From an optimization exercise on the open Yosys and OpenROAD flow, aimed at small area, a short achievable clock period and few clock cycles per item; shortcuts taken in it are not production practice.
Where RTL was checked, it was by simulation tests only, not by an equivalence proof against the original.
Function not checked in run 2: the RTL went through the layout flow alone.

==> flow/design.v (outline; a module is shown in full before it is edited, if it fits) <==
// module Convolution_without_pipeline: 1202 lines
// module fa3: 4 lines
module Convolution_without_pipeline(
    clk, rst_n, in_valid,
    In_IFM_1, In_IFM_2, In_IFM_3, In_IFM_4, In_IFM_5, In_IFM_6, In_IFM_7, In_IFM_8, In_IFM_9,
    In_Weight_1, In_Weight_2, In_Weight_3, In_Weight_4, In_Weight_5, In_Weight_6, In_Weight_7, In_Weight_8, In_Weight_9,
    out_valid, Out_OFM
    );
  // ...
==> flow/flow/run.sh <==
#!/bin/bash
# Own flow: the standard flow (standard.sh) with its synthesis unchanged.
# The layout steps only differ in two ways:
#  * the delay cells (clkdlybuf4s*, dlygate*, dlymetal*) are not used, so the
#    port buffers and the resizer use ordinary buffers instead;
#  * buffer_ports uses buf_2 for the port buffers.
set -euo pipefail
bash standard.sh synth > synth.log 2>&1
PLATFORM_DONT_USE="sky130_fd_sc_hd__probe_p_8 sky130_fd_sc_hd__probec_p_8 sky130_fd_sc_hd__lpflow_bleeder_1 sky130_fd_sc_hd__lpflow_clkbufkapwr_1 sky130_fd_sc_hd__lpflow_clkbufkapwr_16 sky130_fd_sc_hd__lpflow_clkbufkapwr_2 sky130_fd_sc_hd__lpflow_clkbufkapwr_4 sky130_fd_sc_hd__lpflow_clkbufkapwr_8 sky130_fd_sc_hd__lpflow_clkinvkapwr_1 sky130_fd_sc_hd__lpflow_clkinvkapwr_16 sky130_fd_sc_hd__lpflow_clkinvkapwr_2 sky130_fd_sc_hd__lpflow_clkinvkapwr_4 sky130_fd_sc_hd__lpflow_clkinvkapwr_8 sky130_fd_sc_hd__lpflow_decapkapwr_12 sky130_fd_sc_hd__lpflow_decapkapwr_3 sky130_fd_sc_hd__lpflow_decapkapwr_4 sky130_fd_sc_hd__lpflow_decapkapwr_6 sky130_fd_sc_hd__lpflow_decapkapwr_8 sky130_fd_sc_hd__lpflow_inputiso0n_1 sky130_fd_sc_hd__lpflow_inputiso0p_1 sky130_fd_sc_hd__lpflow_inputiso1n_1 sky130_fd_sc_hd__lpflow_inputiso1p_1 sky130_fd_sc_hd__lpflow_inputisolatch_1 sky130_fd_sc_hd__lpflow_isobufsrc_1 sky130_fd_sc_hd__lpflow_isobufsrc_16 sky130_fd_sc_hd__lpflow_isobufsrc_2 sky130_fd_sc_hd__lpflow_isobufsrc_4 sky130_fd_sc_hd__lpflow_isobufsrc_8 sky130_fd_sc_hd__lpflow_isobufsrckapwr_16 sky130_fd_sc_hd__lpflow_lsbuf_lh_hl_isowell_tap_1 sky130_fd_sc_hd__lpflow_lsbuf_lh_hl_isowell_tap_2 sky130_fd_sc_hd__lpflow_lsbuf_lh_hl_isowell_tap_4 sky130_fd_sc_hd__lpflow_lsbuf_lh_isowell_4 sky130_fd_sc_hd__lpflow_lsbuf_lh_isowell_tap_1 sky130_fd_sc_hd__lpflow_lsbuf_lh_isowell_tap_2 sky130_fd_sc_hd__lpflow_lsbuf_lh_isowell_tap_4"
DELAY_CELLS="sky130_fd_sc_hd__clkdlybuf4s15_1 sky130_fd_sc_hd__clkdlybuf4s15_2 sky130_fd_sc_hd__clkdlybuf4s18_1 sky130_fd_sc_hd__clkdlybuf4s18_2 sky130_fd_sc_hd__clkdlybuf4s25_1 sky130_fd_sc_hd__clkdlybuf4s25_2 sky130_fd_sc_hd__clkdlybuf4s50_1 sky130_fd_sc_hd__clkdlybuf4s50_2 sky130_fd_sc_hd__dlygate4sd1_1 sky130_fd_sc_hd__dlygate4sd2_1 sky130_fd_sc_hd__dlygate4sd3_1 sky130_fd_sc_hd__dlymetal6s2s_1 sky130_fd_sc_hd__dlymetal6s4s_1 sky130_fd_sc_hd__dlymetal6s6s_1"
bash standard.sh "DONT_USE_CELLS=$PLATFORM_DONT_USE $DELAY_CELLS" \
  "BUFFER_PORTS_ARGS=-buffer_cell sky130_fd_sc_hd__buf_2" finish > layout.log 2>&1
==> flow/standard.sh <==
#!/bin/bash
# synth_recipe.tcl (not shown) runs the flow's synth.tcl, then flattens the netlist and writes it again
# the make line also repeats each setting of config.mk as NAME=value (left out here)
make -C /OpenROAD-flow-scripts/flow DESIGN_CONFIG=/design/flow/config.mk WORK_HOME=/design/flow/orfs CLKGATE_MAP_FILE= SYNTH_SCRIPT=/design/flow/synth_recipe.tcl "${@:-finish}"
==> flow/config.mk <==
export PLATFORM = sky130hd
export DESIGN_NAME = Convolution_without_pipeline
export DESIGN_NICKNAME = Convolution_without_pipeline
export VERILOG_FILES = /design/flow/design.v
export SDC_FILE = /design/flow/constraint.sdc
export NUM_CORES = 4
export LEC_CHECK = 0
export CAP_MARGIN = 20
export CORE_MARGIN = 2
export CORE_UTILIZATION = 40
export SETUP_SLACK_MARGIN = 4.6
export SLEW_MARGIN = 20
export SYNTH_HIERARCHICAL = 1
export SYNTH_MINIMUM_KEEP_SIZE = 0
==> flow/constraint.sdc <==
create_clock -name core_clock -period 10.0 [get_ports {clk}]
set_input_delay 2.0000 -clock core_clock [delete_from_list [all_inputs] [get_ports {clk}]]
set_output_delay 2.0000 -clock core_clock [all_outputs]
set_load 0.01 [all_outputs]
==> flow_summary.json, run 1 <==
{
  "synth_top_area_share_pct": 70.7,
  "buffers": 178,
  "grt_util_met1_pct": 35.5,
  "drc": 0,
  "portBuffers": 167,
  "m1WireLength_mm": 19.8,
  "top_layer": "met4",
  "synth_simple_gate_area_share_pct": 15.6,
  "synth_flop_cell": "dfxtp_1",
  "grt_pass1_vias": 12037,
  "rsz0062_at_grt": "yes",
  "die_h_um": 201,
  "n_all_inverters": 23,
  "grt_max_degree": 20,
  "status": "no timing/DRC/antenna violations",
  "utilization_pct": 45.7,
  "setup_tns_ns": 0,
  "drv_slew": 0,
  "synthDistinctLibCells": 48,
  "top_usage_layer": "met2",
  "seq_area_sq_um": 1090,
  "pre_cts_slack_ns": 4.19,
  "cts_setup_buffers": 8,
  "timing.fmax_mhz": 182,
  "grt_pass1_wl_mm": 76.4,
  "cts_root_buffer": "clkbuf_16",
  "multi_input_area_sq_um": 14500,
  "buffer_area_share_pct": 6.30
}
Testbench counts, summed over its fixed seeds: cycles 3,208, items 3,200.
==> inputs of run 2 (changes only) <==
--- a/flow/design.v
+++ b/flow/design.v
@@ -773,18 +773,18 @@
 fa3 u_s180 (.a(c125), .b(s171), .c(c126), .s(s180), .co(c180));
 fa3 u_s181 (.a(s172), .b(c127), .c(s173), .s(s181), .co(c181));
 fa3 u_s182 (.a(s174), .b(s175), .c(s176), .s(s182), .co(c182));
 fa3 u_s183 (.a(s177), .b(s178), .c(c128), .s(s183), .co(c183));
 fa3 u_s184 (.a(c129), .b(c130), .c(s179), .s(s184), .co(c184));
 fa3 u_s185 (.a(s180), .b(c131), .c(s181), .s(s185), .co(c185));
 fa3 u_s186 (.a(s182), .b(s183), .c(c132), .s(s186), .co(c186));
 fa3 u_s187 (.a(c133), .b(s184), .c(s185), .s(s187), .co(c187));
-fa3 u_s188 (.a(c134), .b(s186), .c(c135), .s(s188), .co(c188));
-fa3 u_s189 (.a(r_s187), .b(r_s188), .c(c136), .s(s189), .co(c189));
+fa3 u_s188 (.a(r_c134), .b(r_s186), .c(r_c135), .s(s188), .co(c188));
+fa3 u_s189 (.a(r_s187), .b(s188), .c(c136), .s(s189), .co(c189));
 fa3 u_s190 (.a(p1_0_7), .b(p1_1_6), .c(p1_2_5), .s(s190), .co(c190));
 fa3 u_s191 (.a(p1_3_4), .b(p1_4_3), .c(p1_5_2), .s(s191), .co(c191));
 fa3 u_s192 (.a(p1_6_1), .b(p1_7_0), .c(p2_0_7), .s(s192), .co(c192));
 fa3 u_s193 (.a(p2_1_6), .b(p2_2_5), .c(p2_3_4), .s(s193), .co(c193));
 fa3 u_s194 (.a(p2_4_3), .b(p2_5_2), .c(p2_6_1), .s(s194), .co(c194));
 fa3 u_s195 (.a(p2_7_0), .b(p3_0_7), .c(p3_1_6), .s(s195), .co(c195));
 fa3 u_s196 (.a(p3_2_5), .b(p3_3_4), .c(p3_4_3), .s(s196), .co(c196));
 fa3 u_s197 (.a(p3_5_2), .b(p3_6_1), .c(p3_7_0), .s(s197), .co(c197));
@@ -834,19 +834,19 @@
 fa3 u_s241 (.a(c177), .b(c178), .c(s231), .s(s241), .co(c241));
 fa3 u_s242 (.a(s232), .b(s233), .c(s234), .s(s242), .co(c242));
 fa3 u_s243 (.a(s235), .b(s236), .c(s237), .s(s243), .co(c243));
 fa3 u_s244 (.a(c179), .b(c180), .c(s238), .s(s244), .co(c244));
 fa3 u_s245 (.a(c181), .b(s239), .c(s240), .s(s245), .co(c245));
 fa3 u_s246 (.a(c182), .b(c183), .c(s241), .s(s246), .co(c246));
 fa3 u_s247 (.a(s242), .b(s243), .c(c184), .s(s247), .co(c247));
 fa3 u_s248 (.a(s244), .b(c185), .c(s245), .s(s248), .co(c248));
-fa3 u_s249 (.a(c186), .b(s246), .c(s247), .s(s249), .co(c249));
-fa3 u_s250 (.a(r_c187), .b(r_s248), .c(r_c188), .s(s250), .co(c250));
-fa3 u_s251 (.a(r_s249), .b(s250), .c(c189), .s(s251), .co(c251));
+fa3 u_s249 (.a(r_c186), .b(r_s246), .c(r_s247), .s(s249), .co(c249));
+fa3 u_s250 (.a(r_c187), .b(r_s248), .c(c188), .s(s250), .co(c250));
+fa3 u_s251 (.a(s249), .b(s250), .c(c189), .s(s251), .co(c251));
 fa3 u_s252 (.a(p1_1_7), .b(p1_2_6), .c(p1_3_5), .s(s252), .co(c252));
 fa3 u_s253 (.a(p1_4_4), .b(p1_5_3), .c(p1_6_2), .s(s253), .co(c253));
 fa3 u_s254 (.a(p1_7_1), .b(p2_1_7), .c(p2_2_6), .s(s254), .co(c254));
 fa3 u_s255 (.a(p2_3_5), .b(p2_4_4), .c(p2_5_3), .s(s255), .co(c255));
 fa3 u_s256 (.a(p2_6_2), .b(p2_7_1), .c(p3_1_7), .s(s256), .co(c256));
 fa3 u_s257 (.a(p3_2_6), .b(p3_3_5), .c(p3_4_4), .s(s257), .co(c257));
 fa3 u_s258 (.a(p3_5_3), .b(p3_6_2), .c(p3_7_1), .s(s258), .co(c258));
 fa3 u_s259 (.a(p4_1_7), .b(p4_2_6), .c(p4_3_5), .s(s259), .co(c259));
@@ -897,17 +897,17 @@
 fa3 u_s304 (.a(s297), .b(c238), .c(c239), .s(s304), .co(c304));
 fa3 u_s305 (.a(c240), .b(s298), .c(c241), .s(s305), .co(c305));
 fa3 u_s306 (.a(c242), .b(s299), .c(s300), .s(s306), .co(c306));
 fa3 u_s307 (.a(c243), .b(s301), .c(s302), .s(s307), .co(c307));
 fa3 u_s308 (.a(s303), .b(c244), .c(s304), .s(s308), .co(c308));
 fa3 u_s309 (.a(c245), .b(s305), .c(c246), .s(s309), .co(c309));
 fa3 u_s310 (.a(s306), .b(s307), .c(c247), .s(s310), .co(c310));
 fa3 u_s311 (.a(r_s308), .b(r_c248), .c(r_s309), .s(s311), .co(c311));
-fa3 u_s312 (.a(r_c249), .b(r_s310), .c(s311), .s(s312), .co(c312));
+fa3 u_s312 (.a(c249), .b(r_s310), .c(s311), .s(s312), .co(c312));
 fa3 u_s313 (.a(c250), .b(s312), .c(c251), .s(s313), .co(c313));
 fa3 u_s314 (.a(p1_2_7), .b(p1_3_6), .c(p1_4_5), .s(s314), .co(c314));
 fa3 u_s315 (.a(p1_5_4), .b(p1_6_3), .c(p1_7_2), .s(s315), .co(c315));
 fa3 u_s316 (.a(p2_2_7), .b(p2_3_6), .c(p2_4_5), .s(s316), .co(c316));
 fa3 u_s317 (.a(p2_5_4), .b(p2_6_3), .c(p2_7_2), .s(s317), .co(c317));
 fa3 u_s318 (.a(p3_2_7), .b(p3_3_6), .c(p3_4_5), .s(s318), .co(c318));
 fa3 u_s319 (.a(p3_5_4), .b(p3_6_3), .c(p3_7_2), .s(s319), .co(c319));
 fa3 u_s320 (.a(p4_2_7), .b(p4_3_6), .c(p4_4_5), .s(s320), .co(c320));
@@ -1002,19 +1002,19 @@
 fa3 u_s409 (.a(s400), .b(s401), .c(s402), .s(s409), .co(c409));
 fa3 u_s410 (.a(s403), .b(s404), .c(c354), .s(s410), .co(c410));
 fa3 u_s411 (.a(c355), .b(c356), .c(s405), .s(s411), .co(c411));
 fa3 u_s412 (.a(c357), .b(c358), .c(c359), .s(s412), .co(c412));
 fa3 u_s413 (.a(s406), .b(s407), .c(s408), .s(s413), .co(c413));
 fa3 u_s414 (.a(s409), .b(c360), .c(s410), .s(s414), .co(c414));
 fa3 u_s415 (.a(c361), .b(c362), .c(s411), .s(s415), .co(c415));
 fa3 u_s416 (.a(c363), .b(s412), .c(s413), .s(s416), .co(c416));
-fa3 u_s417 (.a(c364), .b(s414), .c(c365), .s(s417), .co(c417));
+fa3 u_s417 (.a(r_c364), .b(r_s414), .c(r_c365), .s(s417), .co(c417));
 fa3 u_s418 (.a(r_c366), .b(r_s415), .c(r_s416), .s(s418), .co(c418));
-fa3 u_s419 (.a(r_c367), .b(r_s417), .c(c368), .s(s419), .co(c419));
+fa3 u_s419 (.a(r_c367), .b(s417), .c(c368), .s(s419), .co(c419));
 fa3 u_s420 (.a(s418), .b(c369), .c(s419), .s(s420), .co(c420));
 fa3 u_s421 (.a(p1_4_7), .b(p1_5_6), .c(p1_6_5), .s(s421), .co(c421));
 fa3 u_s422 (.a(p1_7_4), .b(p2_4_7), .c(p2_5_6), .s(s422), .co(c422));
 fa3 u_s423 (.a(p2_6_5), .b(p2_7_4), .c(p3_4_7), .s(s423), .co(c423));
 fa3 u_s424 (.a(p3_5_6), .b(p3_6_5), .c(p3_7_4), .s(s424), .co(c424));
 fa3 u_s425 (.a(p4_4_7), .b(p4_5_6), .c(p4_6_5), .s(s425), .co(c425));
 fa3 u_s426 (.a(p4_7_4), .b(p5_4_7), .c(p5_5_6), .s(s426), .co(c426));
 fa3 u_s427 (.a(p5_6_5), .b(p5_7_4), .c(p6_4_7), .s(s427), .co(c427));
@@ -1044,19 +1044,19 @@
 fa3 u_s451 (.a(s443), .b(c403), .c(c404), .s(s451), .co(c451));
 fa3 u_s452 (.a(s444), .b(s445), .c(s446), .s(s452), .co(c452));
 fa3 u_s453 (.a(s447), .b(c405), .c(s448), .s(s453), .co(c453));
 fa3 u_s454 (.a(c406), .b(c407), .c(s449), .s(s454), .co(c454));
 fa3 u_s455 (.a(c408), .b(c409), .c(s450), .s(s455), .co(c455));
 fa3 u_s456 (.a(s451), .b(s452), .c(c410), .s(s456), .co(c456));
 fa3 u_s457 (.a(c411), .b(s453), .c(c412), .s(s457), .co(c457));
 fa3 u_s458 (.a(s454), .b(c413), .c(s455), .s(s458), .co(c458));
-fa3 u_s459 (.a(c414), .b(s456), .c(c415), .s(s459), .co(c459));
+fa3 u_s459 (.a(r_c414), .b(r_s456), .c(r_c415), .s(s459), .co(c459));
 fa3 u_s460 (.a(r_s457), .b(r_c416), .c(r_s458), .s(s460), .co(c460));
-fa3 u_s461 (.a(r_c417), .b(r_s459), .c(c418), .s(s461), .co(c461));
+fa3 u_s461 (.a(c417), .b(s459), .c(c418), .s(s461), .co(c461));
 fa3 u_s462 (.a(s460), .b(c419), .c(s461), .s(s462), .co(c462));
 fa3 u_s463 (.a(p1_5_7), .b(p1_6_6), .c(p1_7_5), .s(s463), .co(c463));
 fa3 u_s464 (.a(p2_5_7), .b(p2_6_6), .c(p2_7_5), .s(s464), .co(c464));
 fa3 u_s465 (.a(p3_5_7), .b(p3_6_6), .c(p3_7_5), .s(s465), .co(c465));
 fa3 u_s466 (.a(p4_5_7), .b(p4_6_6), .c(p4_7_5), .s(s466), .co(c466));
 fa3 u_s467 (.a(p5_5_7), .b(p5_6_6), .c(p5_7_5), .s(s467), .co(c467));
 fa3 u_s468 (.a(p6_5_7), .b(p6_6_6), .c(p6_7_5), .s(s468), .co(c468));
 fa3 u_s469 (.a(p7_5_7), .b(p7_6_6), .c(p7_7_5), .s(s469), .co(c469));
@@ -1078,19 +1078,19 @@
 fa3 u_s485 (.a(c444), .b(c445), .c(c446), .s(s485), .co(c485));
 fa3 u_s486 (.a(s479), .b(s480), .c(c447), .s(s486), .co(c486));
 fa3 u_s487 (.a(s481), .b(s482), .c(s483), .s(s487), .co(c487));
 fa3 u_s488 (.a(c448), .b(c449), .c(s484), .s(s488), .co(c488));
 fa3 u_s489 (.a(c450), .b(c451), .c(c452), .s(s489), .co(c489));
 fa3 u_s490 (.a(s485), .b(s486), .c(s487), .s(s490), .co(c490));
 fa3 u_s491 (.a(c453), .b(c454), .c(s488), .s(s491), .co(c491));
 fa3 u_s492 (.a(c455), .b(s489), .c(c456), .s(s492), .co(c492));
-fa3 u_s493 (.a(s490), .b(c457), .c(s491), .s(s493), .co(c493));
-fa3 u_s494 (.a(r_c458), .b(r_s492), .c(r_c459), .s(s494), .co(c494));
-fa3 u_s495 (.a(r_s493), .b(c460), .c(s494), .s(s495), .co(c495));
+fa3 u_s493 (.a(r_s490), .b(r_c457), .c(r_s491), .s(s493), .co(c493));
+fa3 u_s494 (.a(r_c458), .b(r_s492), .c(c459), .s(s494), .co(c494));
+fa3 u_s495 (.a(s493), .b(c460), .c(s494), .s(s495), .co(c495));
 fa3 u_s496 (.a(c461), .b(s495), .c(c462), .s(s496), .co(c496));
 fa3 u_s497 (.a(p1_6_7), .b(p1_7_6), .c(p2_6_7), .s(s497), .co(c497));
 fa3 u_s498 (.a(p2_7_6), .b(p3_6_7), .c(p3_7_6), .s(s498), .co(c498));
 fa3 u_s499 (.a(p4_6_7), .b(p4_7_6), .c(p5_6_7), .s(s499), .co(c499));
 fa3 u_s500 (.a(p5_7_6), .b(p6_6_7), .c(p6_7_6), .s(s500), .co(c500));
 fa3 u_s501 (.a(p7_6_7), .b(p7_7_6), .c(p8_6_7), .s(s501), .co(c501));
 fa3 u_s502 (.a(p8_7_6), .b(p9_6_7), .c(p9_7_6), .s(s502), .co(c502));
 fa3 u_s503 (.a(c463), .b(c464), .c(c465), .s(s503), .co(c503));
@@ -1104,98 +1104,105 @@
 fa3 u_s511 (.a(s505), .b(s506), .c(s507), .s(s511), .co(c511));
 fa3 u_s512 (.a(c479), .b(c480), .c(c481), .s(s512), .co(c512));
 fa3 u_s513 (.a(c482), .b(s508), .c(c483), .s(s513), .co(c513));
 fa3 u_s514 (.a(s509), .b(s510), .c(s511), .s(s514), .co(c514));
 fa3 u_s515 (.a(c484), .b(c485), .c(c486), .s(s515), .co(c515));
 fa3 u_s516 (.a(s512), .b(s513), .c(c487), .s(s516), .co(c516));
 fa3 u_s517 (.a(s514), .b(c488), .c(c489), .s(s517), .co(c517));
 fa3 u_s518 (.a(s515), .b(c490), .c(s516), .s(s518), .co(c518));
-fa3 u_s519 (.a(c491), .b(s517), .c(c492), .s(s519), .co(c519));
-fa3 u_s520 (.a(r_s518), .b(r_c493), .c(r_s519), .s(s520), .co(c520));
+fa3 u_s519 (.a(r_c491), .b(r_s517), .c(r_c492), .s(s519), .co(c519));
+fa3 u_s520 (.a(r_s518), .b(c493), .c(s519), .s(s520), .co(c520));
 fa3 u_s521 (.a(c494), .b(s520), .c(c495), .s(s521), .co(c521));
 fa3 u_s522 (.a(p1_7_7), .b(p2_7_7), .c(p3_7_7), .s(s522), .co(c522));
 fa3 u_s523 (.a(p4_7_7), .b(p5_7_7), .c(p6_7_7), .s(s523), .co(c523));
 fa3 u_s524 (.a(p7_7_7), .b(p8_7_7), .c(p9_7_7), .s(s524), .co(c524));
 fa3 u_s525 (.a(c497), .b(c498), .c(c499), .s(s525), .co(c525));
 fa3 u_s526 (.a(c500), .b(c501), .c(c502), .s(s526), .co(c526));
 fa3 u_s527 (.a(s522), .b(s523), .c(s524), .s(s527), .co(c527));
 fa3 u_s528 (.a(c503), .b(c504), .c(c505), .s(s528), .co(c528));
 fa3 u_s529 (.a(c506), .b(c507), .c(s525), .s(s529), .co(c529));
 fa3 u_s530 (.a(s526), .b(s527), .c(c508), .s(s530), .co(c530));
 fa3 u_s531 (.a(c509), .b(c510), .c(s528), .s(s531), .co(c531));
 fa3 u_s532 (.a(c511), .b(s529), .c(c512), .s(s532), .co(c532));
 fa3 u_s533 (.a(s530), .b(c513), .c(s531), .s(s533), .co(c533));
 fa3 u_s534 (.a(c514), .b(c515), .c(s532), .s(s534), .co(c534));
 fa3 u_s535 (.a(c516), .b(s533), .c(c517), .s(s535), .co(c535));
 fa3 u_s536 (.a(r_s534), .b(r_c518), .c(r_s535), .s(s536), .co(c536));
-fa3 u_s537 (.a(r_c519), .b(s536), .c(c520), .s(s537), .co(c537));
+fa3 u_s537 (.a(c519), .b(s536), .c(c520), .s(s537), .co(c537));
 fa3 u_s538 (.a(c522), .b(c523), .c(c524), .s(s538), .co(c538));
 fa3 u_s539 (.a(c525), .b(c526), .c(c527), .s(s539), .co(c539));
 fa3 u_s540 (.a(s538), .b(c528), .c(c529), .s(s540), .co(c540));
 fa3 u_s541 (.a(s539), .b(c530), .c(c531), .s(s541), .co(c541));
 fa3 u_s542 (.a(s540), .b(c532), .c(s541), .s(s542), .co(c542));
-fa3 u_s543 (.a(c533), .b(c534), .c(s542), .s(s543), .co(c543));
-fa3 u_s544 (.a(r_c535), .b(r_s543), .c(c536), .s(s544), .co(c544));
+fa3 u_s543 (.a(r_c533), .b(r_c534), .c(r_s542), .s(s543), .co(c543));
+fa3 u_s544 (.a(r_c535), .b(s543), .c(c536), .s(s544), .co(c544));
 fa3 u_s545 (.a(c538), .b(c539), .c(c540), .s(s545), .co(c545));
 fa3 u_s546 (.a(c541), .b(s545), .c(c542), .s(s546), .co(c546));
-fa3 u_s547 (.a(r_c543), .b(r_s546), .c(c544), .s(s547), .co(c547));
+fa3 u_s547 (.a(c543), .b(r_s546), .c(c544), .s(s547), .co(c547));
 fa3 u_s548 (.a(r_c545), .b(r_c546), .c(c547), .s(s548), .co(c548));
-reg r_s3, r_s12, r_s13, r_s31, r_c31, r_s57, r_s92, r_c92, r_s134, r_s135, r_s187, r_c187, r_s188, r_c188, r_s248, r_c248, r_s249, r_c249, r_s308, r_s309, r_c309, r_s310, r_c310, r_s365, r_s366, r_c366, r_s367, r_c367, r_s415, r_s416, r_c416, r_s417, r_c417, r_s457, r_s458, r_c458, r_s459, r_c459, r_s492, r_s493, r_c493, r_s518, r_c518, r_s519, r_c519, r_s534, r_s535, r_c535, r_s543, r_c543, r_c545, r_s546, r_c546;
+reg r_s3, r_s12, r_s13, r_s31, r_c31, r_s57, r_s92, r_c92, r_s134, r_c134, r_s135, r_c135, r_s186, r_c186, r_s187, r_c187, r_s246, r_s247, r_s248, r_c248, r_s308, r_s309, r_c309, r_s310, r_c310, r_c364, r_s365, r_c365, r_s366, r_c366, r_s367, r_c367, r_s414, r_c414, r_s415, r_c415, r_s416, r_c416, r_s456, r_s457, r_c457, r_s458, r_c458, r_s490, r_s491, r_c491, r_s492, r_c492, r_s517, r_s518, r_c518, r_c533, r_s534, r_c534, r_s535, r_c535, r_s542, r_c545, r_s546, r_c546;
 always @(posedge clk) begin
     r_s3 <= s3;
     r_s12 <= s12;
     r_s13 <= s13;
     r_s31 <= s31;
     r_c31 <= c31;
     r_s57 <= s57;
     r_s92 <= s92;
     r_c92 <= c92;
     r_s134 <= s134;
+    r_c134 <= c134;
     r_s135 <= s135;
+    r_c135 <= c135;
+    r_s186 <= s186;
+    r_c186 <= c186;
     r_s187 <= s187;
     r_c187 <= c187;
-    r_s188 <= s188;
-    r_c188 <= c188;
+    r_s246 <= s246;
+    r_s247 <= s247;
     r_s248 <= s248;
     r_c248 <= c248;
-    r_s249 <= s249;
-    r_c249 <= c249;
     r_s308 <= s308;
     r_s309 <= s309;
     r_c309 <= c309;
     r_s310 <= s310;
     r_c310 <= c310;
+    r_c364 <= c364;
     r_s365 <= s365;
+    r_c365 <= c365;
     r_s366 <= s366;
     r_c366 <= c366;
     r_s367 <= s367;
     r_c367 <= c367;
+    r_s414 <= s414;
+    r_c414 <= c414;
     r_s415 <= s415;
+    r_c415 <= c415;
     r_s416 <= s416;
     r_c416 <= c416;
-    r_s417 <= s417;
-    r_c417 <= c417;
+    r_s456 <= s456;
     r_s457 <= s457;
+    r_c457 <= c457;
     r_s458 <= s458;
     r_c458 <= c458;
-    r_s459 <= s459;
-    r_c459 <= c459;
+    r_s490 <= s490;
+    r_s491 <= s491;
+    r_c491 <= c491;
     r_s492 <= s492;
-    r_s493 <= s493;
-    r_c493 <= c493;
+    r_c492 <= c492;
+    r_s517 <= s517;
     r_s518 <= s518;
     r_c518 <= c518;
-    r_s519 <= s519;
-    r_c519 <= c519;
+    r_c533 <= c533;
     r_s534 <= s534;
+    r_c534 <= c534;
     r_s535 <= s535;
     r_c535 <= c535;
-    r_s543 <= s543;
-    r_c543 <= c543;
+    r_s542 <= s542;
     r_c545 <= c545;
     r_s546 <= s546;
     r_c546 <= c546;
 end
 wire [19:0] row_a_n = {1'b1, c548, s548, s547, s544, s537, s521, s496, c420, c370, s370, s313, s251, s189, s136, r_s92, r_c31, r_s31, r_s12, r_s3};
 wire [19:0] row_b_n = {1'b1, 1'b1, 1'b1, 1'b1, c537, c521, c496, 1'b1, s462, s420, c313, 1'b1, 1'b1, 1'b1, 1'b1, 1'b1, r_s57, 1'b1, r_s13, 1'b1};
 wire [19:0] sum = ~row_a_n + ~row_b_n;
 assign Out_OFM = {1'b0, sum};
==> flow/run.sh (new file) <==
#!/bin/bash
# synth_recipe.tcl (not shown) runs the flow's synth.tcl, then flattens the netlist and writes it again
# the make line also repeats each setting of config.mk as NAME=value (left out here)
make -C /OpenROAD-flow-scripts/flow DESIGN_CONFIG=/design/flow/config.mk WORK_HOME=/design/flow/orfs CLKGATE_MAP_FILE= SYNTH_SCRIPT=/design/flow/synth_recipe.tcl finish
==> flow/config.mk (replaced) <==
export PLATFORM = sky130hd
export DESIGN_NAME = Convolution_without_pipeline
export DESIGN_NICKNAME = Convolution_without_pipeline
export VERILOG_FILES = /design/flow/design.v
export SDC_FILE = /design/flow/constraint.sdc
export NUM_CORES = 4
export LEC_CHECK = 0
export CAP_MARGIN = 20
export CORE_MARGIN = 2
export CORE_UTILIZATION = 40
export SETUP_SLACK_MARGIN = 4.5
export SLEW_MARGIN = 20
export SYNTH_HIERARCHICAL = 1
export SYNTH_MINIMUM_KEEP_SIZE = 0
removed: flow/flow/run.sh
removed: flow/standard.sh
==> flow_summary.json, run 2 <==
{
  "dpl_cell_area_sq_um": 17400,
  "numClockSinks": 61,
  "hold_buffers": 0,
  "portBuffers": 167,
  "wl_per_cell_um": 25.2,
  "synth_top_cell_by_area": "fa_1",
  "end_kind": "output pin",
  "syn_nets": 2148,
  "rsz0062_at_grt": "yes",
  "drc": 0,
  "cp.required_ns": 8.00,
  "layout.nets": 2187,
  "synth.most_common_cell": "nand2_1",
  "syn2layout_area_growth_pct": 11.3,
  "grt_pass1_vias": 12206,
  "timing.fmax_mhz": 168,
  "crit_chain": "fa_2, fa_1, fa_2, fa_2, inv_2, ha_4, nand4b_1, nor4_4, buf_4, o211ai_1, nor3b_2, buf_2",
  "synthDistinctLibCells": 48,
  "gp_congestion": 0.938,
  "synth_mux_area_share_pct": 0,
  "grt_max_degree": 12,
  "gr-total-overflow": 0,
  "start_kind": "flop",
  "worstMarginPinSlew_ns": 0.828,
  "finalInstanceArea_sq_um": 17500,
  "first_pass_iters": 5,
  "clock_tree.buffer_depth": 2,
  "synth.area.top_cells": "fa_1 70%, nand2_1 14%, dfxtp_1 7.7%, clkbuf_1 3.4%, ha_1 0.72%",
  "finalCritPeriodShare_pct": 59.7,
  "drtAntennaViolNets": 0,
  "drv_slew": 0,
  "synth_top_family_by_area": "adder cells",
  "antenna_found_initial": 1,
  "routed_via_density": 5.44,
  "avgSynthCellArea_sq_um": 10.9,
  "setup_viol": 0,
  "drt-initial-drc-count": 972,
  "max_cap_violations": 0,
  "utilization_pct": 45.2,
  "tritoncts.num_buffers": 9,
  "status": "no timing/DRC/antenna violations",
  "die_x_um": 202,
  "setup_tns_ns": 0,
  "die_h_um": 202,
  "synth.cell_area_sq_um": 15700,
  "period_minus_slack_ns": 5.97,
  "vias": 10917,
  "min_path_type": "in -> async",
  "rows": 72,
  "syn_inst": 1443,
  "synth_top_area_share_pct": 70.1,
  "hpwl_mm": 46.3,
  "synthXorXnorAreaFrac_pct": 0.670,
  "crit_path_frequent_cell": "fa_2",
  "cpPeakStageDelay_ns": 0.54,
  "io-pin-count": 169,
  "final_cell_mix": "582 x nand2_1, 530 x fa_1, 73 x buf_2",
  "drt_wl_total_mm": 50.6,
  "cts_root_buffer": "clkbuf_16",
  "final_hold_viol_count": 0,
  "synth-edff-count": 0,
  "ys_seq_elements": 61,
  "relSlewSlack_pct": 44.8,
  "path_clk_slew_ns": 0.06,
  "cp_slowest_cell": "fa_2",
  "worst-path-max-fanout": 4,
  "synth_commonest_cells": "583 x nand2_1, 549 x fa_1, 143 x clkbuf_1",
  "tritoncts": "built",
  "crit_type": "reg -> out",
  "crit_arrival_ns": 3.97,
  "diodes": 0,
  "final_common_cell": "nand2_1",
  "layout-drive-gt1-share_pct": 15.0,
  "synth_fa_ha_area_share_pct": 70.8,
  "ys_seq_area_share_pct": 7.82,
  "synth_simple_gate_area_share_pct": 15.4,
  "async_reset_ff_share_pct": 1.64,
  "yosysWarnings": 7,
  "grt_pass1_wl_mm": 77.3,
  "htreeDepth": 3,
  "synth_compound_area_share_pct": 1.14,
  "synth_flop_cell": "dfxtp_1",
  "grtUsageTotal_pct": 26.2,
  "dieArea_sq_um": 40800,
  "core_sq_um": 38600,
  "floorplan.initialDensity_pct": 40.6
}
[run 2: worst max-delay path, delay by kind of cell (launching register included)]
family,cells,cell delay [ns]
buf+inv,3,0.38
compound gates,1,0.07
simple gates,3,0.81
fa+ha+maj,5,2.03
flops,1,0.32
[run 2: routing by layer]
metal	up-vias	part of all wire, %	track usage [%]
met5	-	0	0
met4	0	4.1	9.22
met3	85	8.0	3.31
met2	642	47	40.9
met1	5856	41	38.0
li1	4334	-	-
[run 2: through the flow]
step / instances / setup slack [ns] / hold slack [ns]
global route: 2005 / 3.90 / 1.79
CTS: 2002 / 4.05 / 1.79
global placement: 1981 / 3.67 / 2.15
finish: 2005 / 4.03 / 1.80
detailed placement: 1981 / 3.65 / 2.15
floorplan: 1443 / 4.49 / 1.70
[run 2: final cells by class]
class	instances	area, sq um
clock buffers	10	229
clock inverters	6	63.8
fillers	3640	21200
inverters	23	86.3
multi-input cells	1212	14000
flip-flops and latches	61	1230
well taps	518	648
repair buffers	175	1210
[run 2: worst paths after layout]
check	start	endpoint	slack, ns	cells past startpoint
max in group asynchronous	rst_n	out_valid	8.11	1
hold / removal	rst_n	out_valid	1.80	1
setup / recovery	r_c415	Out_OFM[17]	4.03	12
min in group core_clock	in_valid	out_valid	2.10	1
[run 2: logic make-up (layout without fill, tap and decap cells)]
| logic type | after synthesis | after routing |
|---|---|---|
| XOR/XNOR | 12 | 12 |
| AND/OR/NAND/NOR | 616 | 616 |
| other | 1 | 1 |
| flip-flops | 61 | 61 |
| adder cells (fa/ha/maj) | 558 | 558 |
| buffers and inverters | 170 | 214 |
| AO/OA/AOI/OAI | 25 | 25 |
[run 2: repair_timing]
action / CTS / global route
gates resized for setup: 449 / 214
buffers inserted: 5 / 3
pin swaps: 23 / 17
setup endpoints to repair: 56 / 22
[run 2: modules after synthesis (local to each module, per instance)]
| module | area (sq um) | flip-flops and latches | copies in the design | cells inside |
|---|---|---|---|---|
| fa3 | 20.0 | 0 | 549 | 1 |
| Convolution_without_pipeline | 4700 | 61 | 1 | 894 |

==> afterwards: timing with drivers on the ports <==
The flow's constraints put no driver on any port. The routed layouts listed below were extracted and timed again, unchanged, in two steps.
Step 1: set_driving_cell puts a clkbuf_16 on clk and a buf_2 on each other input, an assumption about the parent block.
Step 2 times the ports against the registers' clock, not the clock port: input delays grow and output delays shrink by t, the midpoint of the rising clock arrivals with the driver on.
Three values: ideal ports, drivers, drivers and shift; two values: the first two.
run | t (ns) | setup slack, ns | worst setup path after step 2
run 1 | 0.364 | 4.501 / 4.453 / 4.283 | input to register
run 2 | 0.392 | 4.033 / 3.983 / 4.189 | input to register
After both steps every run listed still meets setup and hold. The setup slack of run 1, which loses most, moves by -0.048 ns with the drivers and by -0.218 ns with both steps.
